Source: an optimization exercise on an open RTL-to-GDS flow (aim: small area and a short achievable clock period). Production flows keep margins and buffers that such runs may drop. Function was checked by simulation only, so behaviour that the tests miss may differ from the original.

==> design.v <==
`timescale 1ns / 1ps
module nf_fa (input logic a, input logic b, input logic c, output logic s, output logic co);
    assign s = a ^ b ^ c;
    assign co = (a & b) | (a & c) | (b & c);
endmodule
module nf_ha (input logic a, input logic b, output logic s, output logic co);
    assign s = a ^ b;
    assign co = a & b;
endmodule
module nf_add8 (input logic [7:0] a, input logic [7:0] b, input logic cin, output logic [8:0] y);
    logic [8:0] c;
    assign c[0] = cin;
    for (genvar i = 0; i < 8; i++) begin : g
        nf_fa u (.a(a[i]), .b(b[i]), .c(c[i]), .s(y[i]), .co(c[i + 1]));
    end
    assign y[8] = c[8];
endmodule
module notch_filter #(
    parameter int DATA_WIDTH = 16
)(
    input  logic                    clk,
    input  logic                    rst_n,
    input  logic                    valid_i,
    input  logic signed [DATA_WIDTH-1:0] data_i,
    output logic                    valid_o,
    output logic signed [DATA_WIDTH-1:0] data_o
);
    logic [15:0] x;
    logic [31:0] s1, s2;
    logic [8:1] p;
    logic n80;
    logic n81;
    logic n82;
    logic n83;
    logic n84;
    logic n85;
    logic n86;
    logic n87;
    logic n88;
    logic n89;
    logic n90;
    logic n91;
    logic n92;
    logic n93;
    logic n94;
    logic n95;
    logic n96;
    logic n97;
    logic n98;
    logic n99;
    logic n100;
    logic n101;
    logic n102;
    logic n103;
    logic n104;
    logic n105;
    logic n106;
    logic n107;
    logic n108;
    logic n109;
    logic n110;
    logic n111;
    logic n112;
    logic n113;
    logic n114;
    logic n115;
    logic n116;
    logic n117;
    logic n118;
    logic n119;
    logic n120;
    logic n121;
    logic n122;
    logic n123;
    logic n124;
    logic n125;
    logic n126;
    logic n127;
    logic n128;
    logic n129;
    logic n130;
    logic n131;
    logic n132;
    logic n133;
    logic n134;
    logic n135;
    logic n136;
    logic n137;
    logic n138;
    logic n139;
    logic n140;
    logic n141;
    logic n142;
    logic n143;
    logic n144;
    logic n145;
    logic n146;
    logic n147;
    logic n148;
    logic n149;
    logic n150;
    logic n151;
    logic n152;
    logic n153;
    logic n154;
    logic n155;
    logic n156;
    logic n157;
    logic n158;
    logic n159;
    logic n160;
    logic n161;
    logic n162;
    logic n163;
    logic n164;
    logic n165;
    logic n166;
    logic n167;
    logic n168;
    logic n169;
    logic n170;
    logic n171;
    logic n172;
    logic n173;
    logic n174;
    logic n175;
    logic n176;
    logic n177;
    logic n178;
    logic n179;
    logic n180;
    logic n181;
    logic n182;
    logic n183;
    logic n184;
    logic n185;
    logic n186;
    logic n187;
    logic n188;
    logic n189;
    logic n190;
    logic n191;
    logic n192;
    logic n193;
    logic n194;
    logic n195;
    logic n196;
    logic n197;
    logic n198;
    logic n199;
    logic n200;
    logic n201;
    logic n208;
    logic n209;
    logic n210;
    logic n211;
    logic n212;
    logic n213;
    logic n214;
    logic n215;
    logic n216;
    logic n217;
    logic n218;
    logic n219;
    logic n220;
    logic n221;
    logic n222;
    logic n223;
    logic n224;
    logic n225;
    logic n226;
    logic n227;
    logic n228;
    logic n229;
    logic n230;
    logic n231;
    logic n232;
    logic n233;
    logic n234;
    logic n235;
    logic n236;
    logic n237;
    logic n238;
    logic n239;
    logic n240;
    logic n241;
    logic n242;
    logic n243;
    logic n244;
    logic n245;
    logic n246;
    logic n247;
    logic n248;
    logic n249;
    logic n250;
    logic n251;
    logic n252;
    logic n253;
    logic n254;
    logic n255;
    logic n256;
    logic n257;
    logic n258;
    logic n259;
    logic n260;
    logic n261;
    logic n262;
    logic n263;
    logic n266;
    logic n267;
    logic n268;
    logic n269;
    logic n270;
    logic n271;
    logic n272;
    logic n273;
    logic n274;
    logic n275;
    logic n276;
    logic n277;
    logic n278;
    logic n279;
    logic n280;
    logic n281;
    logic n282;
    logic n283;
    logic n284;
    logic n285;
    logic n286;
    logic n287;
    logic n288;
    logic n289;
    logic n290;
    logic n291;
    logic n292;
    logic n293;
    logic n294;
    logic n295;
    logic n296;
    logic n297;
    logic n298;
    logic n299;
    logic n300;
    logic n301;
    logic n302;
    logic n303;
    logic n304;
    logic n305;
    logic n306;
    logic n307;
    logic n308;
    logic n309;
    logic n310;
    logic n311;
    logic n312;
    logic n313;
    logic n314;
    logic n315;
    logic n316;
    logic n317;
    logic n318;
    logic n319;
    logic n320;
    logic n321;
    logic n322;
    logic n323;
    logic n324;
    logic n325;
    logic n326;
    logic n327;
    logic n328;
    logic n329;
    logic n348;
    logic n349;
    logic n350;
    logic n351;
    logic n352;
    logic n353;
    logic n354;
    logic n355;
    logic n356;
    logic n357;
    logic n358;
    logic n359;
    logic n360;
    logic n361;
    logic n362;
    logic n363;
    logic n364;
    logic n365;
    logic n366;
    logic n367;
    logic n368;
    logic n369;
    logic n370;
    logic n371;
    logic n372;
    logic n373;
    logic n374;
    logic n375;
    logic n376;
    logic n377;
    logic n378;
    logic n379;
    logic n380;
    logic n381;
    logic n382;
    logic n383;
    logic n384;
    logic n385;
    logic n412;
    logic n413;
    logic n414;
    logic n415;
    logic n416;
    logic n417;
    logic n418;
    logic n419;
    logic n420;
    logic n421;
    logic n422;
    logic n423;
    logic n424;
    logic n425;
    logic n426;
    logic n427;
    logic n428;
    logic n429;
    logic n430;
    logic n431;
    logic n432;
    logic n433;
    logic n434;
    logic n435;
    logic n436;
    logic n437;
    logic n438;
    logic n439;
    logic n440;
    logic n441;
    logic n442;
    logic n443;
    logic n444;
    logic n445;
    logic n446;
    logic n447;
    logic n448;
    logic n449;
    logic n450;
    logic n451;
    logic n452;
    logic n453;
    logic n454;
    logic n455;
    logic n456;
    logic n457;
    logic n458;
    logic n459;
    logic n460;
    logic n461;
    logic n462;
    logic n463;
    logic n464;
    logic n465;
    logic n466;
    logic n467;
    logic n468;
    logic n469;
    logic n470;
    logic n471;
    logic n472;
    logic n473;
    logic n474;
    logic n475;
    logic n476;
    logic n477;
    logic n478;
    logic n479;
    logic n480;
    logic n481;
    logic n482;
    logic n483;
    logic n484;
    logic n485;
    logic n486;
    logic n487;
    logic n488;
    logic n489;
    logic n490;
    logic n491;
    logic n492;
    logic n493;
    logic n494;
    logic n495;
    logic n496;
    logic n497;
    logic n498;
    logic n499;
    logic n500;
    logic n501;
    logic n502;
    logic n503;
    logic n504;
    logic n505;
    logic n506;
    logic n507;
    logic n508;
    logic n509;
    logic n510;
    logic n511;
    logic n512;
    logic n513;
    logic n514;
    logic n515;
    logic n516;
    logic n517;
    logic n518;
    logic n519;
    logic n520;
    logic n521;
    logic n522;
    logic n523;
    logic n524;
    logic n525;
    logic n526;
    logic n527;
    logic n528;
    logic n529;
    logic n530;
    logic n531;
    logic n532;
    logic n533;
    logic n534;
    logic n535;
    logic n536;
    logic n537;
    logic n538;
    logic n539;
    logic n540;
    logic n541;
    logic n542;
    logic n543;
    logic n544;
    logic n545;
    logic n546;
    logic n547;
    logic n548;
    logic n549;
    logic n550;
    logic n551;
    logic n552;
    logic n553;
    logic n554;
    logic n555;
    logic n556;
    logic n557;
    logic n558;
    logic n559;
    logic n560;
    logic n561;
    logic n562;
    logic n563;
    logic n564;
    logic n565;
    logic n566;
    logic n567;
    logic n568;
    logic n569;
    logic n570;
    logic n571;
    logic n572;
    logic n573;
    logic n574;
    logic n575;
    logic n576;
    logic n577;
    logic n578;
    logic n579;
    logic n580;
    logic n581;
    logic n582;
    logic n583;
    logic n584;
    logic n585;
    logic n586;
    logic n587;
    logic n588;
    logic n589;
    logic n590;
    logic n591;
    logic n592;
    logic n593;
    logic n594;
    logic n595;
    logic n596;
    logic n597;
    logic n88_d1;
    logic n90_d1;
    logic n92_d1;
    logic n94_d1;
    logic n96_d1;
    logic n98_d1;
    logic n99_d1;
    logic n108_d1;
    logic n109_d1;
    logic n120_d1;
    logic n121_d1;
    logic n138_d1;
    logic n140_d1;
    logic n141_d1;
    logic n145_d1;
    logic n162_d1;
    logic n163_d1;
    logic n180_d1;
    logic n181_d1;
    logic n200_d1;
    logic n201_d1;
    logic n222_d1;
    logic n223_d1;
    logic n240_d1;
    logic n241_d1;
    logic n258_d1;
    logic n260_d1;
    logic n261_d1;
    logic n285_d1;
    logic n302_d1;
    logic n303_d1;
    logic n321_d1;
    logic n348_d1;
    logic n350_d1;
    logic n352_d1;
    logic n353_d1;
    logic n364_d1;
    logic n366_d1;
    logic n368_d1;
    logic n370_d1;
    logic n372_d1;
    logic n373_d1;
    logic n380_d1;
    logic n382_d1;
    logic n384_d1;
    logic n384_d2;
    logic n412_d1;
    logic n412_d2;
    logic n413_d1;
    logic n414_d1;
    logic n416_d1;
    logic n418_d1;
    logic n420_d1;
    logic n422_d1;
    logic n424_d1;
    logic n426_d1;
    logic n428_d1;
    logic n430_d1;
    logic n431_d1;
    logic n440_d1;
    logic n442_d1;
    logic n444_d1;
    logic n446_d1;
    logic n447_d1;
    logic n448_d1;
    logic n450_d1;
    logic n452_d1;
    logic n454_d1;
    logic n456_d1;
    logic n457_d1;
    logic n458_d1;
    logic n460_d1;
    logic n462_d1;
    logic n464_d1;
    logic n466_d1;
    logic n468_d1;
    logic n470_d1;
    logic n472_d1;
    logic n474_d1;
    logic n476_d1;
    logic n477_d1;
    logic n478_d1;
    logic n480_d1;
    logic n482_d1;
    logic n484_d1;
    logic n485_d1;
    logic n486_d1;
    logic n487_d1;
    logic n504_d1;
    logic n505_d1;
    logic n524_d1;
    logic n525_d1;
    logic n535_d1;
    logic n549_d1;
    logic n566_d1;
    logic n567_d1;
    logic n586_d1;
    logic n587_d1;
    logic xd15_1;
    logic xd15_2;
    nf_ha u80 (.a(x[2]), .b(x[0]), .s(n80), .co(n81));
    nf_fa u82 (.a(x[3]), .b(x[1]), .c(n81), .s(n82), .co(n83));
    nf_fa u84 (.a(x[4]), .b(x[2]), .c(n83), .s(n84), .co(n85));
    nf_fa u86 (.a(x[5]), .b(x[3]), .c(n85), .s(n86), .co(n87));
    nf_fa u88 (.a(x[6]), .b(x[4]), .c(n87), .s(n88), .co(n89));
    nf_fa u90 (.a(x[7]), .b(x[5]), .c(n89), .s(n90), .co(n91));
    nf_fa u92 (.a(x[8]), .b(x[6]), .c(n91), .s(n92), .co(n93));
    nf_fa u94 (.a(x[9]), .b(x[7]), .c(n93), .s(n94), .co(n95));
    nf_fa u96 (.a(x[10]), .b(x[8]), .c(n95), .s(n96), .co(n97));
    nf_fa u98 (.a(x[11]), .b(x[9]), .c(n97), .s(n98), .co(n99));
    nf_fa u100 (.a(x[12]), .b(x[10]), .c(n99_d1), .s(n100), .co(n101));
    nf_fa u102 (.a(x[13]), .b(x[11]), .c(n101), .s(n102), .co(n103));
    nf_fa u104 (.a(x[14]), .b(x[12]), .c(n103), .s(n104), .co(n105));
    nf_fa u106 (.a(x[15]), .b(x[13]), .c(n105), .s(n106), .co(n107));
    nf_fa u108 (.a(x[15]), .b(x[14]), .c(n107), .s(n108), .co(n109));
    nf_ha u110 (.a(n86), .b(x[0]), .s(n110), .co(n111));
    nf_fa u112 (.a(n88), .b(x[1]), .c(n111), .s(n112), .co(n113));
    nf_fa u114 (.a(n90), .b(n80), .c(n113), .s(n114), .co(n115));
    nf_fa u116 (.a(n92), .b(n82), .c(n115), .s(n116), .co(n117));
    nf_fa u118 (.a(n94), .b(n84), .c(n117), .s(n118), .co(n119));
    nf_fa u120 (.a(n96), .b(n86), .c(n119), .s(n120), .co(n121));
    nf_fa u122 (.a(n98_d1), .b(n88_d1), .c(n121_d1), .s(n122), .co(n123));
    nf_fa u124 (.a(n100), .b(n90_d1), .c(n123), .s(n124), .co(n125));
    nf_fa u126 (.a(n102), .b(n92_d1), .c(n125), .s(n126), .co(n127));
    nf_fa u128 (.a(n104), .b(n94_d1), .c(n127), .s(n128), .co(n129));
    nf_fa u130 (.a(n106), .b(n96_d1), .c(n129), .s(n130), .co(n131));
    nf_fa u132 (.a(n108), .b(n98_d1), .c(n131), .s(n132), .co(n133));
    nf_fa u134 (.a(n109), .b(n100), .c(n133), .s(n134), .co(n135));
    nf_fa u136 (.a(x[15]), .b(n102), .c(n135), .s(n136), .co(n137));
    nf_fa u138 (.a(x[15]), .b(n104), .c(n137), .s(n138), .co(n139));
    nf_fa u140 (.a(x[15]), .b(n106), .c(n139), .s(n140), .co(n141));
    nf_fa u142 (.a(x[15]), .b(n108_d1), .c(n141_d1), .s(n142), .co(n143));
    nf_fa u144 (.a(x[15]), .b(n109_d1), .c(n143), .s(n144), .co(n145));
    nf_ha u146 (.a(~x[1]), .b(~x[0]), .s(n146), .co(n147));
    nf_ha u148 (.a(~n80), .b(n147), .s(n148), .co(n149));
    nf_ha u150 (.a(~n82), .b(n149), .s(n150), .co(n151));
    nf_ha u152 (.a(~n84), .b(n151), .s(n152), .co(n153));
    nf_ha u154 (.a(~n110), .b(n153), .s(n154), .co(n155));
    nf_ha u156 (.a(~n112), .b(n155), .s(n156), .co(n157));
    nf_ha u158 (.a(~n114), .b(n157), .s(n158), .co(n159));
    nf_ha u160 (.a(~n116), .b(n159), .s(n160), .co(n161));
    nf_ha u162 (.a(~n118), .b(n161), .s(n162), .co(n163));
    nf_ha u164 (.a(~n120_d1), .b(n163_d1), .s(n164), .co(n165));
    nf_ha u166 (.a(~n122), .b(n165), .s(n166), .co(n167));
    nf_fa u168 (.a(x[0]), .b(~n124), .c(n167), .s(n168), .co(n169));
    nf_fa u170 (.a(x[1]), .b(~n126), .c(n169), .s(n170), .co(n171));
    nf_fa u172 (.a(x[2]), .b(~n128), .c(n171), .s(n172), .co(n173));
    nf_fa u174 (.a(x[3]), .b(~n130), .c(n173), .s(n174), .co(n175));
    nf_fa u176 (.a(x[4]), .b(~n132), .c(n175), .s(n176), .co(n177));
    nf_fa u178 (.a(x[5]), .b(~n134), .c(n177), .s(n178), .co(n179));
    nf_fa u180 (.a(x[6]), .b(~n136), .c(n179), .s(n180), .co(n181));
    nf_fa u182 (.a(x[7]), .b(~n138_d1), .c(n181_d1), .s(n182), .co(n183));
    nf_fa u184 (.a(x[8]), .b(~n140_d1), .c(n183), .s(n184), .co(n185));
    nf_fa u186 (.a(x[9]), .b(~n142), .c(n185), .s(n186), .co(n187));
    nf_fa u188 (.a(x[10]), .b(~n144), .c(n187), .s(n188), .co(n189));
    nf_fa u190 (.a(x[11]), .b(~n145), .c(n189), .s(n190), .co(n191));
    nf_fa u192 (.a(x[12]), .b(~n145), .c(n191), .s(n192), .co(n193));
    nf_fa u194 (.a(x[13]), .b(~n145), .c(n193), .s(n194), .co(n195));
    nf_fa u196 (.a(x[14]), .b(~n145), .c(n195), .s(n196), .co(n197));
    nf_fa u198 (.a(x[15]), .b(~n145), .c(n197), .s(n198), .co(n199));
    nf_fa u200 (.a(x[15]), .b(~n145), .c(n199), .s(n200), .co(n201));
    nf_fa u208 (.a(x[3]), .b(n146), .c(n81), .s(n208), .co(n209));
    nf_fa u210 (.a(x[4]), .b(n148), .c(n209), .s(n210), .co(n211));
    nf_fa u212 (.a(x[5]), .b(n150), .c(n211), .s(n212), .co(n213));
    nf_fa u214 (.a(x[6]), .b(n152), .c(n213), .s(n214), .co(n215));
    nf_fa u216 (.a(x[7]), .b(n154), .c(n215), .s(n216), .co(n217));
    nf_fa u218 (.a(x[8]), .b(n156), .c(n217), .s(n218), .co(n219));
    nf_fa u220 (.a(x[9]), .b(n158), .c(n219), .s(n220), .co(n221));
    nf_fa u222 (.a(x[10]), .b(n160), .c(n221), .s(n222), .co(n223));
    nf_fa u224 (.a(x[11]), .b(n162_d1), .c(n223_d1), .s(n224), .co(n225));
    nf_fa u226 (.a(x[12]), .b(n164), .c(n225), .s(n226), .co(n227));
    nf_fa u228 (.a(x[13]), .b(n166), .c(n227), .s(n228), .co(n229));
    nf_fa u230 (.a(x[14]), .b(n168), .c(n229), .s(n230), .co(n231));
    nf_fa u232 (.a(x[15]), .b(n170), .c(n231), .s(n232), .co(n233));
    nf_fa u234 (.a(x[15]), .b(n172), .c(n233), .s(n234), .co(n235));
    nf_fa u236 (.a(x[15]), .b(n174), .c(n235), .s(n236), .co(n237));
    nf_fa u238 (.a(x[15]), .b(n176), .c(n237), .s(n238), .co(n239));
    nf_fa u240 (.a(x[15]), .b(n178), .c(n239), .s(n240), .co(n241));
    nf_fa u242 (.a(x[15]), .b(n180_d1), .c(n241_d1), .s(n242), .co(n243));
    nf_fa u244 (.a(x[15]), .b(n182), .c(n243), .s(n244), .co(n245));
    nf_fa u246 (.a(x[15]), .b(n184), .c(n245), .s(n246), .co(n247));
    nf_fa u248 (.a(x[15]), .b(n186), .c(n247), .s(n248), .co(n249));
    nf_fa u250 (.a(x[15]), .b(n188), .c(n249), .s(n250), .co(n251));
    nf_fa u252 (.a(x[15]), .b(n190), .c(n251), .s(n252), .co(n253));
    nf_fa u254 (.a(x[15]), .b(n192), .c(n253), .s(n254), .co(n255));
    nf_fa u256 (.a(x[15]), .b(n194), .c(n255), .s(n256), .co(n257));
    nf_fa u258 (.a(x[15]), .b(n196), .c(n257), .s(n258), .co(n259));
    nf_fa u260 (.a(x[15]), .b(n198), .c(n259), .s(n260), .co(n261));
    nf_fa u262 (.a(x[15]), .b(n200_d1), .c(n261_d1), .s(n262), .co(n263));
    nf_ha u266 (.a(s1[0]), .b(x[0]), .s(n266), .co(n267));
    nf_fa u268 (.a(s1[1]), .b(x[1]), .c(n267), .s(n268), .co(n269));
    nf_fa u270 (.a(s1[2]), .b(n80), .c(n269), .s(n270), .co(n271));
    nf_fa u272 (.a(s1[3]), .b(n208), .c(n271), .s(n272), .co(n273));
    nf_fa u274 (.a(s1[4]), .b(n210), .c(n273), .s(n274), .co(n275));
    nf_fa u276 (.a(s1[5]), .b(n212), .c(n275), .s(n276), .co(n277));
    nf_fa u278 (.a(s1[6]), .b(n214), .c(n277), .s(n278), .co(n279));
    nf_fa u280 (.a(s1[7]), .b(n216), .c(n279), .s(n280), .co(n281));
    nf_fa u282 (.a(s1[8]), .b(n218), .c(n281), .s(n282), .co(n283));
    nf_fa u284 (.a(s1[9]), .b(n220), .c(n283), .s(n284), .co(n285));
    nf_fa u286 (.a(s1[10]), .b(n222_d1), .c(n285_d1), .s(n286), .co(n287));
    nf_fa u288 (.a(s1[11]), .b(n224), .c(n287), .s(n288), .co(n289));
    nf_fa u290 (.a(s1[12]), .b(n226), .c(n289), .s(n290), .co(n291));
    nf_fa u292 (.a(s1[13]), .b(n228), .c(n291), .s(n292), .co(n293));
    nf_fa u294 (.a(s1[14]), .b(n230), .c(n293), .s(n294), .co(n295));
    nf_fa u296 (.a(s1[15]), .b(n232), .c(n295), .s(n296), .co(n297));
    nf_fa u298 (.a(s1[16]), .b(n234), .c(n297), .s(n298), .co(n299));
    nf_fa u300 (.a(s1[17]), .b(n236), .c(n299), .s(n300), .co(n301));
    nf_fa u302 (.a(s1[18]), .b(n238), .c(n301), .s(n302), .co(n303));
    nf_fa u304 (.a(s1[19]), .b(n240_d1), .c(n303_d1), .s(n304), .co(n305));
    nf_fa u306 (.a(s1[20]), .b(n242), .c(n305), .s(n306), .co(n307));
    nf_fa u308 (.a(s1[21]), .b(n244), .c(n307), .s(n308), .co(n309));
    nf_fa u310 (.a(s1[22]), .b(n246), .c(n309), .s(n310), .co(n311));
    nf_fa u312 (.a(s1[23]), .b(n248), .c(n311), .s(n312), .co(n313));
    nf_fa u314 (.a(s1[24]), .b(n250), .c(n313), .s(n314), .co(n315));
    nf_fa u316 (.a(s1[25]), .b(n252), .c(n315), .s(n316), .co(n317));
    nf_fa u318 (.a(s1[26]), .b(n254), .c(n317), .s(n318), .co(n319));
    nf_fa u320 (.a(s1[27]), .b(n256), .c(n319), .s(n320), .co(n321));
    nf_fa u322 (.a(s1[28]), .b(n258_d1), .c(n321_d1), .s(n322), .co(n323));
    nf_fa u324 (.a(s1[29]), .b(n260_d1), .c(n323), .s(n324), .co(n325));
    nf_fa u326 (.a(s1[30]), .b(n262), .c(n325), .s(n326), .co(n327));
    nf_fa u328 (.a(s1[31]), .b(n262), .c(n327), .s(n328), .co(n329));
    nf_ha u348 (.a(~x[0]), .b(n294), .s(n348), .co(n349));
    nf_fa u350 (.a(~x[1]), .b(n296), .c(n349), .s(n350), .co(n351));
    nf_fa u352 (.a(~x[2]), .b(n298), .c(n351), .s(n352), .co(n353));
    nf_fa u354 (.a(x[3]), .b(s1[17]), .c(~n353_d1), .s(n354), .co(n355));
    nf_fa u356 (.a(x[4]), .b(~n302_d1), .c(n355), .s(n356), .co(n357));
    nf_fa u358 (.a(x[5]), .b(~n304), .c(n357), .s(n358), .co(n359));
    nf_fa u360 (.a(x[6]), .b(~n306), .c(n359), .s(n360), .co(n361));
    nf_fa u362 (.a(x[7]), .b(~n308), .c(n361), .s(n362), .co(n363));
    nf_fa u364 (.a(x[8]), .b(~n310), .c(n363), .s(n364), .co(n365));
    nf_fa u366 (.a(x[9]), .b(~n312), .c(n365), .s(n366), .co(n367));
    nf_fa u368 (.a(x[10]), .b(~n314), .c(n367), .s(n368), .co(n369));
    nf_fa u370 (.a(x[11]), .b(~n316), .c(n369), .s(n370), .co(n371));
    nf_fa u372 (.a(x[12]), .b(~n318), .c(n371), .s(n372), .co(n373));
    nf_fa u374 (.a(x[13]), .b(s1[27]), .c(n373_d1), .s(n374), .co(n375));
    nf_fa u376 (.a(x[14]), .b(~n322), .c(n375), .s(n376), .co(n377));
    nf_fa u378 (.a(x[15]), .b(~n324), .c(n377), .s(n378), .co(n379));
    nf_fa u380 (.a(x[15]), .b(~n326), .c(n379), .s(n380), .co(n381));
    nf_fa u382 (.a(x[15]), .b(~n328), .c(n381), .s(n382), .co(n383));
    nf_fa u384 (.a(x[15]), .b(~n328), .c(n383), .s(n384), .co(n385));
    nf_ha u412 (.a(~n350), .b(~n348), .s(n412), .co(n413));
    nf_fa u414 (.a(n352_d1), .b(n350_d1), .c(~n413_d1), .s(n414), .co(n415));
    nf_fa u416 (.a(~n354), .b(n352_d1), .c(n415), .s(n416), .co(n417));
    nf_fa u418 (.a(n356), .b(n354), .c(~n417), .s(n418), .co(n419));
    nf_fa u420 (.a(n358), .b(n356), .c(n419), .s(n420), .co(n421));
    nf_fa u422 (.a(n360), .b(n358), .c(n421), .s(n422), .co(n423));
    nf_fa u424 (.a(n362), .b(n360), .c(n423), .s(n424), .co(n425));
    nf_fa u426 (.a(n364), .b(n362), .c(n425), .s(n426), .co(n427));
    nf_fa u428 (.a(n366), .b(n364), .c(n427), .s(n428), .co(n429));
    nf_fa u430 (.a(n368), .b(n366), .c(n429), .s(n430), .co(n431));
    nf_fa u432 (.a(n370_d1), .b(n368_d1), .c(n431_d1), .s(n432), .co(n433));
    nf_fa u434 (.a(n372_d1), .b(n370_d1), .c(n433), .s(n434), .co(n435));
    nf_fa u436 (.a(n374), .b(n372_d1), .c(n435), .s(n436), .co(n437));
    nf_fa u438 (.a(n376), .b(n374), .c(n437), .s(n438), .co(n439));
    nf_fa u440 (.a(n378), .b(n376), .c(n439), .s(n440), .co(n441));
    nf_fa u442 (.a(n380), .b(n378), .c(n441), .s(n442), .co(n443));
    nf_fa u444 (.a(n382), .b(n380), .c(n443), .s(n444), .co(n445));
    nf_fa u446 (.a(n384), .b(n382), .c(n445), .s(n446), .co(n447));
    nf_ha u448 (.a(n420), .b(~n348_d1), .s(n448), .co(n449));
    nf_fa u450 (.a(n422), .b(n412_d1), .c(n449), .s(n450), .co(n451));
    nf_fa u452 (.a(n424), .b(~n414), .c(n451), .s(n452), .co(n453));
    nf_fa u454 (.a(n426), .b(~n416), .c(n453), .s(n454), .co(n455));
    nf_fa u456 (.a(n428), .b(n418), .c(n455), .s(n456), .co(n457));
    nf_fa u458 (.a(n430_d1), .b(n420_d1), .c(n457_d1), .s(n458), .co(n459));
    nf_fa u460 (.a(n432), .b(n422_d1), .c(n459), .s(n460), .co(n461));
    nf_fa u462 (.a(n434), .b(n424_d1), .c(n461), .s(n462), .co(n463));
    nf_fa u464 (.a(n436), .b(n426_d1), .c(n463), .s(n464), .co(n465));
    nf_fa u466 (.a(n438), .b(n428_d1), .c(n465), .s(n466), .co(n467));
    nf_fa u468 (.a(n440), .b(n430_d1), .c(n467), .s(n468), .co(n469));
    nf_fa u470 (.a(n442), .b(n432), .c(n469), .s(n470), .co(n471));
    nf_fa u472 (.a(n444), .b(n434), .c(n471), .s(n472), .co(n473));
    nf_fa u474 (.a(n446), .b(n436), .c(n473), .s(n474), .co(n475));
    nf_fa u476 (.a(n447), .b(n438), .c(n475), .s(n476), .co(n477));
    nf_fa u478 (.a(n447_d1), .b(n440_d1), .c(n477_d1), .s(n478), .co(n479));
    nf_fa u480 (.a(n447_d1), .b(n442_d1), .c(n479), .s(n480), .co(n481));
    nf_fa u482 (.a(n447_d1), .b(n444_d1), .c(n481), .s(n482), .co(n483));
    nf_fa u484 (.a(n447_d1), .b(n446_d1), .c(n483), .s(n484), .co(n485));
    nf_ha u486 (.a(n454), .b(~n348_d1), .s(n486), .co(n487));
    nf_fa u488 (.a(n456_d1), .b(n412_d2), .c(n487_d1), .s(n488), .co(n489));
    nf_fa u490 (.a(n458), .b(~n414_d1), .c(n489), .s(n490), .co(n491));
    nf_fa u492 (.a(n460), .b(~n416_d1), .c(n491), .s(n492), .co(n493));
    nf_fa u494 (.a(n462), .b(n418_d1), .c(n493), .s(n494), .co(n495));
    nf_fa u496 (.a(n464), .b(n448_d1), .c(n495), .s(n496), .co(n497));
    nf_fa u498 (.a(n466), .b(n450_d1), .c(n497), .s(n498), .co(n499));
    nf_fa u500 (.a(n468), .b(n452_d1), .c(n499), .s(n500), .co(n501));
    nf_fa u502 (.a(n470), .b(n454_d1), .c(n501), .s(n502), .co(n503));
    nf_fa u504 (.a(n472), .b(n456_d1), .c(n503), .s(n504), .co(n505));
    nf_fa u506 (.a(n474_d1), .b(n458_d1), .c(n505_d1), .s(n506), .co(n507));
    nf_fa u508 (.a(n476_d1), .b(n460_d1), .c(n507), .s(n508), .co(n509));
    nf_fa u510 (.a(n478), .b(n462_d1), .c(n509), .s(n510), .co(n511));
    nf_fa u512 (.a(n480), .b(n464_d1), .c(n511), .s(n512), .co(n513));
    nf_fa u514 (.a(n482), .b(n466_d1), .c(n513), .s(n514), .co(n515));
    nf_fa u516 (.a(n484), .b(n468_d1), .c(n515), .s(n516), .co(n517));
    nf_fa u518 (.a(n485), .b(n470_d1), .c(n517), .s(n518), .co(n519));
    nf_fa u520 (.a(n485), .b(n472_d1), .c(n519), .s(n520), .co(n521));
    nf_fa u522 (.a(n485), .b(n474_d1), .c(n521), .s(n522), .co(n523));
    nf_fa u524 (.a(n485), .b(n476_d1), .c(n523), .s(n524), .co(n525));
    nf_fa u526 (.a(n485_d1), .b(n478_d1), .c(n525_d1), .s(n526), .co(n527));
    nf_fa u528 (.a(n485_d1), .b(n480_d1), .c(n527), .s(n528), .co(n529));
    nf_fa u530 (.a(n485_d1), .b(n482_d1), .c(n529), .s(n530), .co(n531));
    nf_fa u532 (.a(n485_d1), .b(n484_d1), .c(n531), .s(n532), .co(n533));
    nf_ha u534 (.a(~n348), .b(s2[0]), .s(n534), .co(n535));
    nf_fa u536 (.a(n412_d1), .b(s2[1]), .c(n535_d1), .s(n536), .co(n537));
    nf_fa u538 (.a(~n414), .b(s2[2]), .c(n537), .s(n538), .co(n539));
    nf_fa u540 (.a(~n416), .b(s2[3]), .c(n539), .s(n540), .co(n541));
    nf_fa u542 (.a(n418), .b(s2[4]), .c(n541), .s(n542), .co(n543));
    nf_fa u544 (.a(n448), .b(s2[5]), .c(n543), .s(n544), .co(n545));
    nf_fa u546 (.a(n450), .b(s2[6]), .c(n545), .s(n546), .co(n547));
    nf_fa u548 (.a(n452), .b(s2[7]), .c(n547), .s(n548), .co(n549));
    nf_fa u550 (.a(n486_d1), .b(s2[8]), .c(n549_d1), .s(n550), .co(n551));
    nf_fa u552 (.a(n488), .b(s2[9]), .c(n551), .s(n552), .co(n553));
    nf_fa u554 (.a(n490), .b(s2[10]), .c(n553), .s(n554), .co(n555));
    nf_fa u556 (.a(n492), .b(s2[11]), .c(n555), .s(n556), .co(n557));
    nf_fa u558 (.a(n494), .b(s2[12]), .c(n557), .s(n558), .co(n559));
    nf_fa u560 (.a(n496), .b(s2[13]), .c(n559), .s(n560), .co(n561));
    nf_fa u562 (.a(n498), .b(s2[14]), .c(n561), .s(n562), .co(n563));
    nf_fa u564 (.a(n500), .b(s2[15]), .c(n563), .s(n564), .co(n565));
    nf_fa u566 (.a(n502), .b(s2[16]), .c(n565), .s(n566), .co(n567));
    nf_fa u568 (.a(n504_d1), .b(s2[17]), .c(n567_d1), .s(n568), .co(n569));
    nf_fa u570 (.a(n506), .b(s2[18]), .c(n569), .s(n570), .co(n571));
    nf_fa u572 (.a(n508), .b(s2[19]), .c(n571), .s(n572), .co(n573));
    nf_fa u574 (.a(n510), .b(s2[20]), .c(n573), .s(n574), .co(n575));
    nf_fa u576 (.a(n512), .b(s2[21]), .c(n575), .s(n576), .co(n577));
    nf_fa u578 (.a(n514), .b(s2[22]), .c(n577), .s(n578), .co(n579));
    nf_fa u580 (.a(n516), .b(s2[23]), .c(n579), .s(n580), .co(n581));
    nf_fa u582 (.a(n518), .b(s2[24]), .c(n581), .s(n582), .co(n583));
    nf_fa u584 (.a(n520), .b(s2[25]), .c(n583), .s(n584), .co(n585));
    nf_fa u586 (.a(n522), .b(s2[26]), .c(n585), .s(n586), .co(n587));
    nf_fa u588 (.a(n524_d1), .b(s2[27]), .c(n587_d1), .s(n588), .co(n589));
    nf_fa u590 (.a(n526), .b(s2[28]), .c(n589), .s(n590), .co(n591));
    nf_fa u592 (.a(n528), .b(s2[29]), .c(n591), .s(n592), .co(n593));
    nf_fa u594 (.a(n530), .b(s2[30]), .c(n593), .s(n594), .co(n595));
    nf_fa u596 (.a(n532), .b(s2[31]), .c(n595), .s(n596), .co(n597));
    always_ff @(posedge clk) begin
        n88_d1 <= n88;
        n90_d1 <= n90;
        n92_d1 <= n92;
        n94_d1 <= n94;
        n96_d1 <= n96;
        n98_d1 <= n98;
        n99_d1 <= n99;
        n108_d1 <= n108;
        n109_d1 <= n109;
        n120_d1 <= n120;
        n121_d1 <= n121;
        n138_d1 <= n138;
        n140_d1 <= n140;
        n141_d1 <= n141;
        n145_d1 <= n145;
        n162_d1 <= n162;
        n163_d1 <= n163;
        n180_d1 <= n180;
        n181_d1 <= n181;
        n200_d1 <= n200;
        n201_d1 <= n201;
        n222_d1 <= n222;
        n223_d1 <= n223;
        n240_d1 <= n240;
        n241_d1 <= n241;
        n258_d1 <= n258;
        n260_d1 <= n260;
        n261_d1 <= n261;
        n285_d1 <= n285;
        n302_d1 <= n302;
        n303_d1 <= n303;
        n321_d1 <= n321;
        n348_d1 <= n348;
        n350_d1 <= n350;
        n352_d1 <= n352;
        n353_d1 <= n353;
        n364_d1 <= n364;
        n366_d1 <= n366;
        n368_d1 <= n368;
        n370_d1 <= n370;
        n372_d1 <= n372;
        n373_d1 <= n373;
        n380_d1 <= n380;
        n382_d1 <= n382;
        n384_d1 <= n384;
        n384_d2 <= n384_d1;
        n412_d1 <= n412;
        n412_d2 <= n412_d1;
        n413_d1 <= n413;
        n414_d1 <= n414;
        n416_d1 <= n416;
        n418_d1 <= n418;
        n420_d1 <= n420;
        n422_d1 <= n422;
        n424_d1 <= n424;
        n426_d1 <= n426;
        n428_d1 <= n428;
        n430_d1 <= n430;
        n431_d1 <= n431;
        n440_d1 <= n440;
        n442_d1 <= n442;
        n444_d1 <= n444;
        n446_d1 <= n446;
        n447_d1 <= n447;
        n448_d1 <= n448;
        n450_d1 <= n450;
        n452_d1 <= n452;
        n454_d1 <= n454;
        n456_d1 <= n456;
        n457_d1 <= n457;
        n458_d1 <= n458;
        n460_d1 <= n460;
        n462_d1 <= n462;
        n464_d1 <= n464;
        n466_d1 <= n466;
        n468_d1 <= n468;
        n470_d1 <= n470;
        n472_d1 <= n472;
        n474_d1 <= n474;
        n476_d1 <= n476;
        n477_d1 <= n477;
        n478_d1 <= n478;
        n480_d1 <= n480;
        n482_d1 <= n482;
        n484_d1 <= n484;
        n485_d1 <= n485;
        n486_d1 <= n486;
        n487_d1 <= n487;
        n504_d1 <= n504;
        n505_d1 <= n505;
        n524_d1 <= n524;
        n525_d1 <= n525;
        n535_d1 <= n535;
        n549_d1 <= n549;
        n566_d1 <= n566;
        n567_d1 <= n567;
        n586_d1 <= n586;
        n587_d1 <= n587;
        xd15_1 <= x[15];
        xd15_2 <= xd15_1;
        if (valid_i) x <= data_i;
    end
    always_ff @(posedge clk or negedge rst_n) begin
        if (!rst_n) begin
            p  <= '0;
            s1 <= '0;
            s2 <= '0;
        end else begin
            p <= {p[7:1], valid_i};
            if (p[2]) s1[0] <= n534;
            if (p[3]) s1[1] <= n536;
            if (p[3]) s1[2] <= n538;
            if (p[3]) s1[3] <= n540;
            if (p[3]) s1[4] <= n542;
            if (p[3]) s1[5] <= n544;
            if (p[3]) s1[6] <= n546;
            if (p[3]) s1[7] <= n548;
            if (p[4]) s1[8] <= n550;
            if (p[4]) s1[9] <= n552;
            if (p[4]) s1[10] <= n554;
            if (p[4]) s1[11] <= n556;
            if (p[4]) s1[12] <= n558;
            if (p[4]) s1[13] <= n560;
            if (p[2]) s1[14] <= ~n294;
            if (p[4]) s1[14] <= n562;
            if (p[2]) s1[15] <= ~n296;
            if (p[4]) s1[15] <= n564;
            if (p[2]) s1[16] <= ~n298;
            if (p[5]) s1[16] <= n566_d1;
            if (p[2]) s1[17] <= ~n300;
            if (p[5]) s1[17] <= n568;
            if (p[3]) s1[18] <= ~n302_d1;
            if (p[5]) s1[18] <= n570;
            if (p[3]) s1[19] <= ~n304;
            if (p[5]) s1[19] <= n572;
            if (p[3]) s1[20] <= ~n306;
            if (p[5]) s1[20] <= n574;
            if (p[3]) s1[21] <= ~n308;
            if (p[5]) s1[21] <= n576;
            if (p[3]) s1[22] <= ~n310;
            if (p[5]) s1[22] <= n578;
            if (p[3]) s1[23] <= ~n312;
            if (p[5]) s1[23] <= n580;
            if (p[3]) s1[24] <= ~n314;
            if (p[5]) s1[24] <= n582;
            if (p[3]) s1[25] <= ~n316;
            if (p[5]) s1[25] <= n584;
            if (p[3]) s1[26] <= ~n318;
            if (p[6]) s1[26] <= n586_d1;
            if (p[3]) s1[27] <= ~n320;
            if (p[6]) s1[27] <= n588;
            if (p[4]) s1[28] <= ~n322;
            if (p[6]) s1[28] <= n590;
            if (p[4]) s1[29] <= ~n324;
            if (p[6]) s1[29] <= n592;
            if (p[4]) s1[30] <= ~n326;
            if (p[6]) s1[30] <= n594;
            if (p[4]) s1[31] <= ~n328;
            if (p[6]) s1[31] <= n596;
            if (p[5]) s2[7:0] <= ds_s2;
            if (p[6]) s2[15:8] <= ds_s2;
            if (p[7]) s2[23:16] <= ds_s2;
            if (p[8]) s2[31:24] <= ds_s2;
        end
    end
    logic [15:0] ds_xq1;
    logic [15:0] ds_xq2;
    logic [15:0] ds_xq3;
    logic [7:0] ds_x, ds_q, ds_d, ds_e, ds_e5, ds_e165, ds_t2, ds_s2;
    logic [7:0] ds_rd, ds_rd1, ds_rd2, ds_rd3, ds_re, ds_re165, ds_dr, ds_qr;
    logic [1:0] ds_eh, ds_e165h;
    logic [4:0] ds_e5h;
    logic ds_ca1, ds_ca2, ds_cb1, ds_cb2, ds_cc1, ds_cc2;
    logic [8:0] ds_sa1, ds_sa2, ds_sb1, ds_sb2, ds_sc1, ds_sc2;
    nf_add8 u_ds_sa2 (.a(ds_dr), .b(ds_qr), .cin(p[4] | ds_ca2), .y(ds_sa2));
    assign ds_e = ds_sa2[7:0];
    nf_add8 u_ds_sb1 (.a(ds_e), .b({ds_e[5:0], p[4] ? 2'b0 : ds_eh}), .cin(~p[4] & ds_cb1), .y(ds_sb1));
    assign ds_e5 = ds_sb1[7:0];
    nf_add8 u_ds_sb2 (.a(ds_e5), .b({ds_e5[2:0], p[4] ? 5'b0 : ds_e5h}), .cin(~p[4] & ds_cb2), .y(ds_sb2));
    assign ds_e165 = ds_sb2[7:0];
    nf_add8 u_ds_sc1 (.a(ds_re), .b({p[5] ? 2'b0 : ds_rd2[1:0], (p[5] | p[6]) ? 6'b0 : ds_rd3[7:2]}), .cin(~p[5] & ds_cc1), .y(ds_sc1));
    assign ds_t2 = ds_sc1[7:0];
    nf_add8 u_ds_sc2 (.a(ds_t2), .b(~{ds_re165[5:0], p[5] ? 2'b0 : ds_e165h}), .cin(p[5] | ds_cc2), .y(ds_sc2));
    assign ds_s2 = ds_sc2[7:0];
    always_ff @(posedge clk) begin
        ds_dr <= p[3] ? {n362, n360, n358, n356, n354, ~n352_d1, ~n350_d1, ~n348_d1} : p[4] ? {n378, n376, n374, n372_d1, n370_d1, n368_d1, n366_d1, n364_d1} : p[5] ? {n384_d1, n384_d1, n384_d1, n384_d1, n384_d1, n384_d1, n382_d1, n380_d1} : {n384_d2, n384_d2, n384_d2, n384_d2, n384_d2, n384_d2, n384_d2, n384_d2};
        ds_qr <= p[3] ? {~n308, ~n306, ~n304, ~n302_d1, s1[17], s1[16], s1[15], s1[14]} : p[4] ? {~n324, ~n322, s1[27], s1[26], s1[25], s1[24], s1[23], s1[22]} : p[5] ? {s1[31], s1[31], s1[31], s1[31], s1[31], s1[31], s1[31], s1[30]} : {s1[31], s1[31], s1[31], s1[31], s1[31], s1[31], s1[31], s1[31]};
        ds_ca2 <= ds_sa2[8];
        ds_cb1 <= ds_sb1[8];
        ds_cb2 <= ds_sb2[8];
        ds_eh <= ds_e[7:6];
        ds_e5h <= ds_e5[7:3];
        ds_re <= ds_e;
        ds_re165 <= ds_e165;
        ds_rd1 <= ds_dr;
        ds_rd2 <= ds_rd1;
        ds_rd3 <= ds_rd2;
        ds_cc1 <= ds_sc1[8];
        ds_cc2 <= ds_sc2[8];
        ds_e165h <= ds_re165[7:6];
    end
    assign valid_o = p[4];
    assign data_o[0] = ~s1[14];
    assign data_o[1] = ~s1[15];
    assign data_o[2] = ~s1[16];
    assign data_o[3] = ~s1[17];
    assign data_o[4] = ~s1[18];
    assign data_o[5] = ~s1[19];
    assign data_o[6] = ~s1[20];
    assign data_o[7] = ~s1[21];
    assign data_o[8] = ~s1[22];
    assign data_o[9] = ~s1[23];
    assign data_o[10] = ~s1[24];
    assign data_o[11] = ~s1[25];
    assign data_o[12] = ~s1[26];
    assign data_o[13] = ~s1[27];
    assign data_o[14] = n322;
    assign data_o[15] = n324;
endmodule
==> run.sh <==
#!/bin/bash
# synth_recipe.tcl (not shown) runs the flow's synth.tcl, then flattens the netlist and writes it again
# the make line also repeats each setting of config.mk as NAME=value (left out here)
make -C /OpenROAD-flow-scripts/flow DESIGN_CONFIG=/design/flow/config.mk WORK_HOME=/design/flow/orfs CLKGATE_MAP_FILE= SYNTH_SCRIPT=/design/flow/synth_recipe.tcl finish
==> config.mk <==
export PLATFORM = sky130hd
export DESIGN_NAME = notch_filter
export DESIGN_NICKNAME = notch_filter
export VERILOG_FILES = /design/flow/design.v
export SDC_FILE = /design/flow/constraint.sdc
export NUM_CORES = 4
export LEC_CHECK = 0
export CAP_MARGIN = 20
export CORE_MARGIN = 2
export CORE_UTILIZATION = 40
export SLEW_MARGIN = 20
export SYNTH_HIERARCHICAL = 1
==> constraint.sdc <==
create_clock -name core_clock -period 12.0 [get_ports {clk}]
set_input_delay 2.4000 -clock core_clock [delete_from_list [all_inputs] [get_ports {clk}]]
set_output_delay 2.4000 -clock core_clock [all_outputs]
set_load 0.01 [all_outputs]
==> reports/results.md, run 1 <==
### Placement
- **Placed Cells incl. Taps** 1207
- **weighted congestion at the end of routability-driven global placement** 0.791
- **number of port buffers** 35
- **Detailed Place HPWL** 20000 um
- **post-placement setup slack** 6.52 ns
- **instance area after placement** 13200 um^2

### Clocking
- **post-cts resize count** 0
- **CTS Buf Count** 27
- **number of clock sinks seen by CTS** 250
- **clock tree from TritonCTS** done
- **clock latency at the later pin of the worst-skew pair** 0.54 ns
- **Post CTS Setup Buffer Count** 0
- **Root Driver** sky130_fd_sc_hd__clkbuf_16
- **CTS H-Tree Depth** 1
- **Max Root-Sink Buffers** 3
- **clock transition at the registers of the reported paths** 0.06 ns
- **Hold-fix buffers, CTS** 0

### STA
- **post-layout worst setup margin** 6.55 ns
- **Final min period** 5.45 ns
- **fraction of the cycle the final worst path needs** 0.454
- **number of hold-slack violations in the final timing report** 0
- **Fin Setup TNS** 0 ns
- **highest clock frequency the design can meet** 0.183 GHz
- **Slew HR** 0.463
- **setup skew after layout** 0.0223 ns
- **setup repair after global routing missed its margin** no
- **transition at the pin with the smallest max-transition slack** 0.803 ns
- **number of pins exceeding their max-slew limit in the final report** 0
- **count of final setup violators** 0

### Critical path
- **number of cell instances on the worst register-to-register path** 13
- **Required @ worst endpoint** 12.41 ns
- **CP Launch Point** p[5]
- **Largest delay share family, worst path** adder cells
- **arrival time reported for the critical path endpoint** 5.86 ns
- **last element of the critical path** s2[15]
- **classification of the worst setup path** reg2reg
- **most frequent cell on the critical path** sky130_fd_sc_hd__fa_1
- **CP Cell Sequence** buf_4, nor2_1, and2_1, fa_1, fa_1, fa_1, fa_1, fa_1, fa_1, fa_1, fa_1, fa_1, mux2_2
- **count of cell instances traversed by the critical path** 13
- **maximum net fanout on the critical path** 40
- **slowest cell delay on critical path** 0.59 ns
- **register-to-register path setup slack** 6.55 ns
- **kind of launch point of the worst setup path** flop
- **type of element capturing the critical path** flop
- **CP max stage cell** sky130_fd_sc_hd__fa_1
- **total buffers and inverters traversed by the critical path** 1
- **endpoint of the worst register-to-register path** s2[15]
- **R2R Path Start** p[5]

### Flow run
- **max cap viols** 0

### Logic synthesis
- **share of the yosys chip area belonging to registers** 0.441
- **Yosys warnings** 7
- **total nets after synthesis** 1089
- **synth unique cells** 28
- **cells after synthesis** 797
- **mean instance size in the synthesized netlist** 15.7 um^2
- **flip-flop and latch count after synthesis** 250
- **netlist area before placement** 12500 um^2

### Route
- **iteration count of the initial detailed-routing pass** 4
- **DRC errors left** 0
- **post-DR wirelength/cell** 20.1 um
- **routed via count** 5827
- **average vias per placed instance** 4.64
- **first-iteration detailed-routing DRC count** 266
- **DRT Wirelength** 25300 um
- **post-route antenna net violation count** 0

### GRT
- **number of global-route vias before repair** 6761
- **overall routing resource usage** 0.165
- **pin count of the biggest net entering global routing** 73
- **Overflow after GRT** 0
- **initial antenna violation count** 0
- **first-pass GRT wire length** 40700 um

### Layout
- **leading cell types in the layout, fill and taps excluded** sky130_fd_sc_hd__fa_1, sky130_fd_sc_hd__dfxtp_1, sky130_fd_sc_hd__dfrtp_1, sky130_fd_sc_hd__inv_1, sky130_fd_sc_hd__mux2_2
- **area occupied by registers** 5530 um^2
- **antenna diode instance count** 0
- **fraction of final layout cells sized beyond drive strength 1** 0.122
- **post-route design area** 14200 um^2
- **Total Nets Final** 1132
- **most common cell after layout, fill and taps aside** sky130_fd_sc_hd__fa_1
- **fill cell count** 2739
- **area of the multi-input gates** 6570 um^2
- **Layout area overhead** 13.2%
- **Final Non-Filler Cells** 1257

### Floorplan
- **row count** 64
- **die extent in y** 181 um
- **Chip Width** 181 um
- **ports placed on the boundary** 36
- **CORE AREA** 30700 um^2
- **initial core utilization** 0.408
- **full die area** 32800 um^2

### Min path
- **hold wc startpoint** ds_rd2[7]
- **number of cells on the worst hold path** 0
- **type of the most critical hold path** reg2reg

### Status
- **status** finished clean

## state kept, by name (all words and copies together), names as in the netlist, 2 cells and up
| signal | cells |
|---|---|
| x | 16 |
| p | 8 |
| ds_qr | 8 |
| ds_rd2 | 8 |
| ds_re165 | 8 |
| s1 | 32 |
| s2 | 32 |
| ds_e5h | 5 |
| ds_rd1 | 8 |
| ds_dr | 8 |
| ds_e165h | 2 |
| ds_re | 7 |
| ds_rd3 | 6 |
## area by class of cell
cell class | instances | share of cell area
multi-input combinational | 450 | 0.463
timing repair buffer | 40 | 0.0274
inverter | 71 | 0.0188
tap | 396 | 0.0349
clock buffer | 37 | 0.0568
sequential | 250 | 0.389
clock inverter | 13 | 0.00952
## worst min-delay path by stage
stage | endpoint | slack, ns
5_1_grt | ds_rd3[3] | 0.33
4_1_cts | ds_rd3[7] | 0.32
6_report | ds_rd3[7] | 0.32
2_1_floorplan | ds_e165h[0] | 0.31
3_5_place_dp | ds_rd3[7] | 0.31
3_3_place_gp | ds_rd2[7] | 0.31
## per-stage QoR
step	hold slack, ns	utilization
floorplan	0.310	-
global placement	0.310	0.431
detailed placement	0.312	0.431
CTS	0.322	0.461
global route	0.329	0.462
finish	0.324	0.462
## synth_stat cells (all sizes together)
master / instances / area, um^2
a2111oi: 1 / 27.5
a211oi: 7 / 52.6
a21o: 1 / 7.51
a21oi: 7 / 35.0
a221oi: 2 / 30.0
and2: 6 / 37.5
buf: 24 / 166
clkbuf: 2 / 7.51
dfrtp: 72 / 1800
dfxtp: 162 / 3240
edfxtp: 16 / 480
fa: 254 / 5080
ha: 19 / 238
inv: 71 / 267
mux2: 46 / 518
mux2i: 6 / 60.1
nand2: 35 / 131
nand2b: 1 / 6.26
nor2: 11 / 41.3
nor2b: 14 / 90.1
nor3: 1 / 5.00
o21a: 1 / 7.51
o21ai: 29 / 145
o22ai: 7 / 43.8
or2: 2 / 12.5
## metal layers
metal / routed length [um] / share of wire / vias to the layer above / track usage
met5: 0 / 0 / - / 0
met4: 464 / 0.018 / 0 / 0.0348
met3: 1530 / 0.061 / 33 / 0.0256
met1: 11300 / 0.45 / 3106 / 0.242
met2: 11900 / 0.47 / 115 / 0.264
li1: - / - / 2573 / -
## modules after synthesis, one instance, submodules excluded
module / flip-flops and latches / times used
notch_filter: 250 / 1
nf_fa: 0 / 254
nf_ha: 0 / 19
nf_add8: 0 / 5
## logic make-up (layout without fill, tap and decap cells)
kind of cell | count (synthesis) | count (layout) | synth area share
adders and majority gates | 273 | 273 | 0.424
buffers and inverters | 97 | 161 | 0.0351
DFF | 250 | 250 | 0.441
and+or+nand+nor | 70 | 70 | 0.0258
muxes | 52 | 52 | 0.0461
AOI/OAI and AO/OA | 55 | 55 | 0.0278
==> run 2, diff against run 1 <==
--- a/design.v
+++ b/design.v
@@ -9,2 +9,7 @@
 endmodule
+module nf_csa8 (input logic [7:0] a, input logic [7:0] b, input logic [7:0] c, output logic [15:0] y);
+    for (genvar i = 0; i < 8; i++) begin : g
+        nf_fa u (.a(a[i]), .b(b[i]), .c(c[i]), .s(y[i]), .co(y[8 + i]));
+    end
+endmodule
 module nf_add8 (input logic [7:0] a, input logic [7:0] b, input logic cin, output logic [8:0] y);
@@ -496,2 +501,5 @@
     logic n597;
+    logic xs1;
+    logic xs2;
+    logic xs3;
     logic n88_d1;
@@ -595,3 +603,2 @@
     logic xd15_1;
-    logic xd15_2;
     nf_ha u80 (.a(x[2]), .b(x[0]), .s(n80), .co(n81));
@@ -609,4 +616,4 @@
     nf_fa u104 (.a(x[14]), .b(x[12]), .c(n103), .s(n104), .co(n105));
-    nf_fa u106 (.a(x[15]), .b(x[13]), .c(n105), .s(n106), .co(n107));
-    nf_fa u108 (.a(x[15]), .b(x[14]), .c(n107), .s(n108), .co(n109));
+    nf_fa u106 (.a(xs1), .b(x[13]), .c(n105), .s(n106), .co(n107));
+    nf_fa u108 (.a(xs1), .b(x[14]), .c(n107), .s(n108), .co(n109));
     nf_ha u110 (.a(n86), .b(x[0]), .s(n110), .co(n111));
@@ -624,7 +631,7 @@
     nf_fa u134 (.a(n109), .b(n100), .c(n133), .s(n134), .co(n135));
-    nf_fa u136 (.a(x[15]), .b(n102), .c(n135), .s(n136), .co(n137));
-    nf_fa u138 (.a(x[15]), .b(n104), .c(n137), .s(n138), .co(n139));
-    nf_fa u140 (.a(x[15]), .b(n106), .c(n139), .s(n140), .co(n141));
-    nf_fa u142 (.a(x[15]), .b(n108_d1), .c(n141_d1), .s(n142), .co(n143));
-    nf_fa u144 (.a(x[15]), .b(n109_d1), .c(n143), .s(n144), .co(n145));
+    nf_fa u136 (.a(xs1), .b(n102), .c(n135), .s(n136), .co(n137));
+    nf_fa u138 (.a(xs1), .b(n104), .c(n137), .s(n138), .co(n139));
+    nf_fa u140 (.a(xs1), .b(n106), .c(n139), .s(n140), .co(n141));
+    nf_fa u142 (.a(xs2), .b(n108_d1), .c(n141_d1), .s(n142), .co(n143));
+    nf_fa u144 (.a(xs2), .b(n109_d1), .c(n143), .s(n144), .co(n145));
     nf_ha u146 (.a(~x[1]), .b(~x[0]), .s(n146), .co(n147));
@@ -655,4 +662,4 @@
     nf_fa u196 (.a(x[14]), .b(~n145), .c(n195), .s(n196), .co(n197));
-    nf_fa u198 (.a(x[15]), .b(~n145), .c(n197), .s(n198), .co(n199));
-    nf_fa u200 (.a(x[15]), .b(~n145), .c(n199), .s(n200), .co(n201));
+    nf_fa u198 (.a(xs2), .b(~n145), .c(n197), .s(n198), .co(n199));
+    nf_fa u200 (.a(xs2), .b(~n145), .c(n199), .s(n200), .co(n201));
     nf_fa u208 (.a(x[3]), .b(n146), .c(n81), .s(n208), .co(n209));
@@ -669,18 +676,18 @@
     nf_fa u230 (.a(x[14]), .b(n168), .c(n229), .s(n230), .co(n231));
-    nf_fa u232 (.a(x[15]), .b(n170), .c(n231), .s(n232), .co(n233));
-    nf_fa u234 (.a(x[15]), .b(n172), .c(n233), .s(n234), .co(n235));
-    nf_fa u236 (.a(x[15]), .b(n174), .c(n235), .s(n236), .co(n237));
-    nf_fa u238 (.a(x[15]), .b(n176), .c(n237), .s(n238), .co(n239));
-    nf_fa u240 (.a(x[15]), .b(n178), .c(n239), .s(n240), .co(n241));
-    nf_fa u242 (.a(x[15]), .b(n180_d1), .c(n241_d1), .s(n242), .co(n243));
-    nf_fa u244 (.a(x[15]), .b(n182), .c(n243), .s(n244), .co(n245));
-    nf_fa u246 (.a(x[15]), .b(n184), .c(n245), .s(n246), .co(n247));
-    nf_fa u248 (.a(x[15]), .b(n186), .c(n247), .s(n248), .co(n249));
-    nf_fa u250 (.a(x[15]), .b(n188), .c(n249), .s(n250), .co(n251));
-    nf_fa u252 (.a(x[15]), .b(n190), .c(n251), .s(n252), .co(n253));
-    nf_fa u254 (.a(x[15]), .b(n192), .c(n253), .s(n254), .co(n255));
-    nf_fa u256 (.a(x[15]), .b(n194), .c(n255), .s(n256), .co(n257));
-    nf_fa u258 (.a(x[15]), .b(n196), .c(n257), .s(n258), .co(n259));
-    nf_fa u260 (.a(x[15]), .b(n198), .c(n259), .s(n260), .co(n261));
-    nf_fa u262 (.a(x[15]), .b(n200_d1), .c(n261_d1), .s(n262), .co(n263));
+    nf_fa u232 (.a(xs1), .b(n170), .c(n231), .s(n232), .co(n233));
+    nf_fa u234 (.a(xs1), .b(n172), .c(n233), .s(n234), .co(n235));
+    nf_fa u236 (.a(xs1), .b(n174), .c(n235), .s(n236), .co(n237));
+    nf_fa u238 (.a(xs1), .b(n176), .c(n237), .s(n238), .co(n239));
+    nf_fa u240 (.a(xs1), .b(n178), .c(n239), .s(n240), .co(n241));
+    nf_fa u242 (.a(xs2), .b(n180_d1), .c(n241_d1), .s(n242), .co(n243));
+    nf_fa u244 (.a(xs2), .b(n182), .c(n243), .s(n244), .co(n245));
+    nf_fa u246 (.a(xs2), .b(n184), .c(n245), .s(n246), .co(n247));
+    nf_fa u248 (.a(xs2), .b(n186), .c(n247), .s(n248), .co(n249));
+    nf_fa u250 (.a(xs2), .b(n188), .c(n249), .s(n250), .co(n251));
+    nf_fa u252 (.a(xs2), .b(n190), .c(n251), .s(n252), .co(n253));
+    nf_fa u254 (.a(xs2), .b(n192), .c(n253), .s(n254), .co(n255));
+    nf_fa u256 (.a(xs2), .b(n194), .c(n255), .s(n256), .co(n257));
+    nf_fa u258 (.a(xs2), .b(n196), .c(n257), .s(n258), .co(n259));
+    nf_fa u260 (.a(xs2), .b(n198), .c(n259), .s(n260), .co(n261));
+    nf_fa u262 (.a(xs3), .b(n200_d1), .c(n261_d1), .s(n262), .co(n263));
     nf_ha u266 (.a(s1[0]), .b(x[0]), .s(n266), .co(n267));
@@ -732,6 +739,6 @@
     nf_fa u376 (.a(x[14]), .b(~n322), .c(n375), .s(n376), .co(n377));
-    nf_fa u378 (.a(x[15]), .b(~n324), .c(n377), .s(n378), .co(n379));
-    nf_fa u380 (.a(x[15]), .b(~n326), .c(n379), .s(n380), .co(n381));
-    nf_fa u382 (.a(x[15]), .b(~n328), .c(n381), .s(n382), .co(n383));
-    nf_fa u384 (.a(x[15]), .b(~n328), .c(n383), .s(n384), .co(n385));
+    nf_fa u378 (.a(xs3), .b(~n324), .c(n377), .s(n378), .co(n379));
+    nf_fa u380 (.a(xs3), .b(~n326), .c(n379), .s(n380), .co(n381));
+    nf_fa u382 (.a(xs3), .b(~n328), .c(n381), .s(n382), .co(n383));
+    nf_fa u384 (.a(xs3), .b(~n328), .c(n383), .s(n384), .co(n385));
     nf_ha u412 (.a(~n350), .b(~n348), .s(n412), .co(n413));
@@ -830,2 +837,5 @@
     always_ff @(posedge clk) begin
+        xs1 <= x[15];
+        xs2 <= xs1;
+        xs3 <= xs2;
         n88_d1 <= n88;
@@ -929,3 +939,2 @@
         xd15_1 <= x[15];
-        xd15_2 <= xd15_1;
         if (valid_i) x <= data_i;
@@ -1001,3 +1010,5 @@
     logic [1:0] ds_eh, ds_e165h;
-    logic [4:0] ds_e5h;
+    logic [6:0] ds_e5h;
+    logic [7:0] ds_re5, ds_v, ds_w;
+    logic [15:0] ds_cs;
     logic ds_ca1, ds_ca2, ds_cb1, ds_cb2, ds_cc1, ds_cc2;
@@ -1008,7 +1019,8 @@
     assign ds_e5 = ds_sb1[7:0];
-    nf_add8 u_ds_sb2 (.a(ds_e5), .b({ds_e5[2:0], p[4] ? 5'b0 : ds_e5h}), .cin(~p[4] & ds_cb2), .y(ds_sb2));
-    assign ds_e165 = ds_sb2[7:0];
-    nf_add8 u_ds_sc1 (.a(ds_re), .b({p[5] ? 2'b0 : ds_rd2[1:0], (p[5] | p[6]) ? 6'b0 : ds_rd3[7:2]}), .cin(~p[5] & ds_cc1), .y(ds_sc1));
+    nf_add8 u_ds_sc1 (.a(ds_e), .b({p[4] ? 2'b0 : ds_rd1[1:0], (p[4] | p[5]) ? 6'b0 : ds_rd2[7:2]}), .cin(~p[4] & ds_cc1), .y(ds_sc1));
     assign ds_t2 = ds_sc1[7:0];
-    nf_add8 u_ds_sc2 (.a(ds_t2), .b(~{ds_re165[5:0], p[5] ? 2'b0 : ds_e165h}), .cin(p[5] | ds_cc2), .y(ds_sc2));
+    assign ds_v = ~{ds_re5[5:0], p[5] ? 2'b0 : ds_e5h[6:5]};
+    assign ds_w = ~{ds_re5[0], p[5] ? 7'b0 : ds_e5h};
+    nf_csa8 u_ds_cs (.a(ds_re), .b(ds_v), .c(ds_w), .y(ds_cs));
+    nf_add8 u_ds_sc2 (.a(ds_cs[7:0]), .b({ds_cs[14:8], p[5] | ds_cb2}), .cin(p[5] | ds_cc2), .y(ds_sc2));
     assign ds_s2 = ds_sc2[7:0];
@@ -1019,13 +1031,11 @@
         ds_cb1 <= ds_sb1[8];
-        ds_cb2 <= ds_sb2[8];
+        ds_cb2 <= ds_cs[15];
         ds_eh <= ds_e[7:6];
-        ds_e5h <= ds_e5[7:3];
-        ds_re <= ds_e;
-        ds_re165 <= ds_e165;
+        ds_e5h <= ds_re5[7:1];
+        ds_re <= ds_t2;
+        ds_re5 <= ds_e5;
         ds_rd1 <= ds_dr;
         ds_rd2 <= ds_rd1;
-        ds_rd3 <= ds_rd2;
         ds_cc1 <= ds_sc1[8];
         ds_cc2 <= ds_sc2[8];
-        ds_e165h <= ds_re165[7:6];
     end
==> reports/results.md, run 2 <==
### Critical path
- **maximum net fanout on the critical path** 38, -5.0%
- **kind of launch point of the worst setup path** flop
- **Required @ worst endpoint** 12.41 ns, about the same
- **arrival time reported for the critical path endpoint** 5.73 ns, -0.13 ns
- **classification of the worst setup path** reg2reg

### STA
- **fraction of the cycle the final worst path needs** 0.444, -0.0108
- **Slew HR** 0.331, -0.131
- **highest clock frequency the design can meet** 0.188 GHz, +2.4%
- **post-layout worst setup margin** 6.68 ns, +0.130 ns
- **number of hold-slack violations in the final timing report** 0, unchanged
- **Fin Setup TNS** 0 ns, unchanged
- **transition at the pin with the smallest max-transition slack** 1.00 ns, +0.199 ns
- **setup skew after layout** 0.0145 ns, -0.00777 ns
- **setup repair after global routing missed its margin** no

### Route
- **DRT Wirelength** 24200 um, -4.1%
- **iteration count of the initial detailed-routing pass** 4, unchanged
- **total met3 wirelength after detailed routing** 1230 um, -20%
- **DRC errors left** 0, unchanged
- **length of routed wiring on met1** 11600 um, +2.2%
- **first-iteration detailed-routing DRC count** 267, +0.38%
- **met2 wire length** 10800 um, -9.4%
- **routed via count** 5766, -1.0%
- **post-DR wirelength/cell** 19.3 um, -3.9%
- **average vias per placed instance** 4.60, -0.81%

### Clocking
- **Max Root-Sink Buffers** 3, unchanged
- **clock tree from TritonCTS** done
- **post-cts resize count** 0, unchanged
- **CTS Buf Count** 28, +3.7%
- **Post CTS Setup Buffer Count** 0, unchanged
- **CTS H-Tree Depth** 1, unchanged
- **number of clock sinks seen by CTS** 247, -1.2%
- **clock latency at the later pin of the worst-skew pair** 0.54 ns, about the same

### GRT
- **Overflow after GRT** 0, unchanged
- **number of global-route vias before repair** 6546, -3.2%
- **pin count of the biggest net entering global routing** 73, unchanged
- **overall routing resource usage** 0.157, -0.00795

### Floorplan
- **full die area** 32500 um^2, -0.71%
- **initial core utilization** 0.407, -0.000851
- **die extent in y** 180 um, -0.36%
- **ports placed on the boundary** 36, unchanged

### Min path
- **type of the most critical hold path** reg2reg

### Logic synthesis
- **total nets after synthesis** 1085, -0.37%
- **share of the synthesized area in the top cell type** 0.408, +0.00298
- **synth unique cells** 28, unchanged
- **share of the yosys chip area belonging to registers** 0.439, -0.00159
- **flip-flop and latch count after synthesis** 247, -1.2%
- **netlist area before placement** 12400 um^2, -0.73%
- **proportion of register bits with asynchronous set or reset after synthesis** 0.291, +0.00350
- **top post-synthesis cells by count** sky130_fd_sc_hd__fa_1, sky130_fd_sc_hd__dfxtp_1, sky130_fd_sc_hd__dfrtp_1
- **Post-synth EDFFs** 16, unchanged
- **mean instance size in the synthesized netlist** 15.7 um^2, -0.23%
- **leading cell types by total area after synthesis** sky130_fd_sc_hd__fa_1, sky130_fd_sc_hd__dfxtp_1, sky130_fd_sc_hd__dfrtp_1
- **cells after synthesis** 793, -0.50%
- **top-count cell post-synth** sky130_fd_sc_hd__fa_1

### Layout
- **Layout area overhead** 14.0%
- **area of the multi-input gates** 6550 um^2, -0.30%
- **Final Non-Filler Cells** 1254, -0.24%
- **Total Nets Final** 1129, -0.27%
- **most common cell after layout, fill and taps aside** sky130_fd_sc_hd__fa_1
- **fraction of final layout cells sized beyond drive strength 1** 0.124, +0.00159
- **area occupied by registers** 5470 um^2, -1.1%
- **leading cell types in the layout, fill and taps excluded** sky130_fd_sc_hd__fa_1, sky130_fd_sc_hd__dfxtp_1, sky130_fd_sc_hd__dfrtp_1, sky130_fd_sc_hd__inv_1, sky130_fd_sc_hd__mux2_2
- **final core area utilization** 0.464, +0.00238
- **fill cell count** 2670, -2.5%

### Placement
- **number of port buffers** 35, unchanged
- **Detailed Place HPWL** 19100 um, -4.6%
- **weighted congestion at the end of routability-driven global placement** 0.831, +5.1%
- **post-placement setup slack** 6.68 ns, +0.164 ns

### Status
- **status** finished clean

-- run 2: cell count changes in the layout (fill, tap and decap cells not counted), sizes merged, moves of 3 or more --
cell,delta
nor2b,-6
inv,-5
nand2,+5
clkinv,+4
dfxtp,-3
-- run 2: cell type report --
class	count	area share
clock buffers	35	0.0586
clock inverters	16	0.0135
inverters	71	0.0188
multi-input cells	450	0.462
flip-flops and latches	247	0.385
well taps	396	0.0349
repair buffers	39	0.0272
-- run 2: critical path, stage by stage, from the launching register on --
cell                      delay [ns]
sky130_fd_sc_hd__dfrtp_1        0.32
sky130_fd_sc_hd__buf_4          0.42
sky130_fd_sc_hd__inv_1          0.24
sky130_fd_sc_hd__nand2_1        0.18
sky130_fd_sc_hd__fa_1           0.46
sky130_fd_sc_hd__fa_1           0.45
sky130_fd_sc_hd__fa_1           0.38
sky130_fd_sc_hd__fa_1           0.39
sky130_fd_sc_hd__fa_1           0.39
sky130_fd_sc_hd__fa_1           0.39
sky130_fd_sc_hd__fa_1           0.39
sky130_fd_sc_hd__fa_1           0.40
sky130_fd_sc_hd__fa_1           0.50
sky130_fd_sc_hd__mux2_2         0.29
-- run 2: final timing paths --
path / cells past startpoint / end / slack (ns) / from
setup / recovery: 13 / s2[7] / 6.68 / p[5]
hold / removal: 0 / ds_rd2[5] / 0.33 / ds_rd1[5]
setup reg to reg: 13 / s2[7] / 6.68 / p[5]
hold reg to reg: 0 / ds_rd2[5] / 0.33 / ds_rd1[5]
max in group asynchronous: 1 / s2[7] / 9.31 / rst_n
min in group asynchronous: 1 / p[4] / 1.97 / rst_n
-- run 2: layer usage --
layer / GRT usage / up-vias
met3: 0.0293 / 37
met4: 0.0400 / 0
met2: 0.238 / 115
met5: 0 / -
li1: - / 2561
met1: 0.235 / 3053
-- run 2: cells by family after synthesis --
family / Yosys count / synth area share
adder cells (fa/ha/maj): 273 / 0.428
buffers and inverters: 96 / 0.0345
AND/OR/NAND/NOR: 70 / 0.0254
flip-flops: 247 / 0.439
AO/OA/AOI/OAI: 55 / 0.0270
multiplexers: 52 / 0.0464
-- run 2: stage by stage --
stage | cell area (um^2)
after floorplan | 12400
after global placement | 13200
after detailed placement | 13200
after CTS | 14200
after global routing | 14200
final | 14200
-- run 2: modules after synthesis (local to each module, per instance), excerpt --
module        times used  cell area [um^2]
notch_filter           1              7100
nf_add8                4              7.51
nf_fa                254              20.0
nf_ha                 19              12.5

## separate check: timing with driven ports
Ports are ideal in the flow. The routed layouts listed here were re-timed in OpenROAD.
Step 1, drivers: a clkbuf_16 drives clk and a buf_2 each remaining input, both assumed.
Step 2, shift: input delay + t, output delay - t, t = (earliest + latest rising clock arrival at the registers) / 2. This alone moves slack from input paths to output paths.
Slacks: no drivers / after step 1 / after step 2; pairs: no drivers / after step 1.
run	t (ns)	setup WS [ns]	worst register clock-pin slew, ns	cell pins on the clock port's net
run 1	0.579	6.546 / 6.546 / 6.546	0.06 / 0.06	1
run 2	0.579	6.676 / 6.676 / 6.676	0.06 / 0.06	1
After both steps every run listed still meets setup and hold.
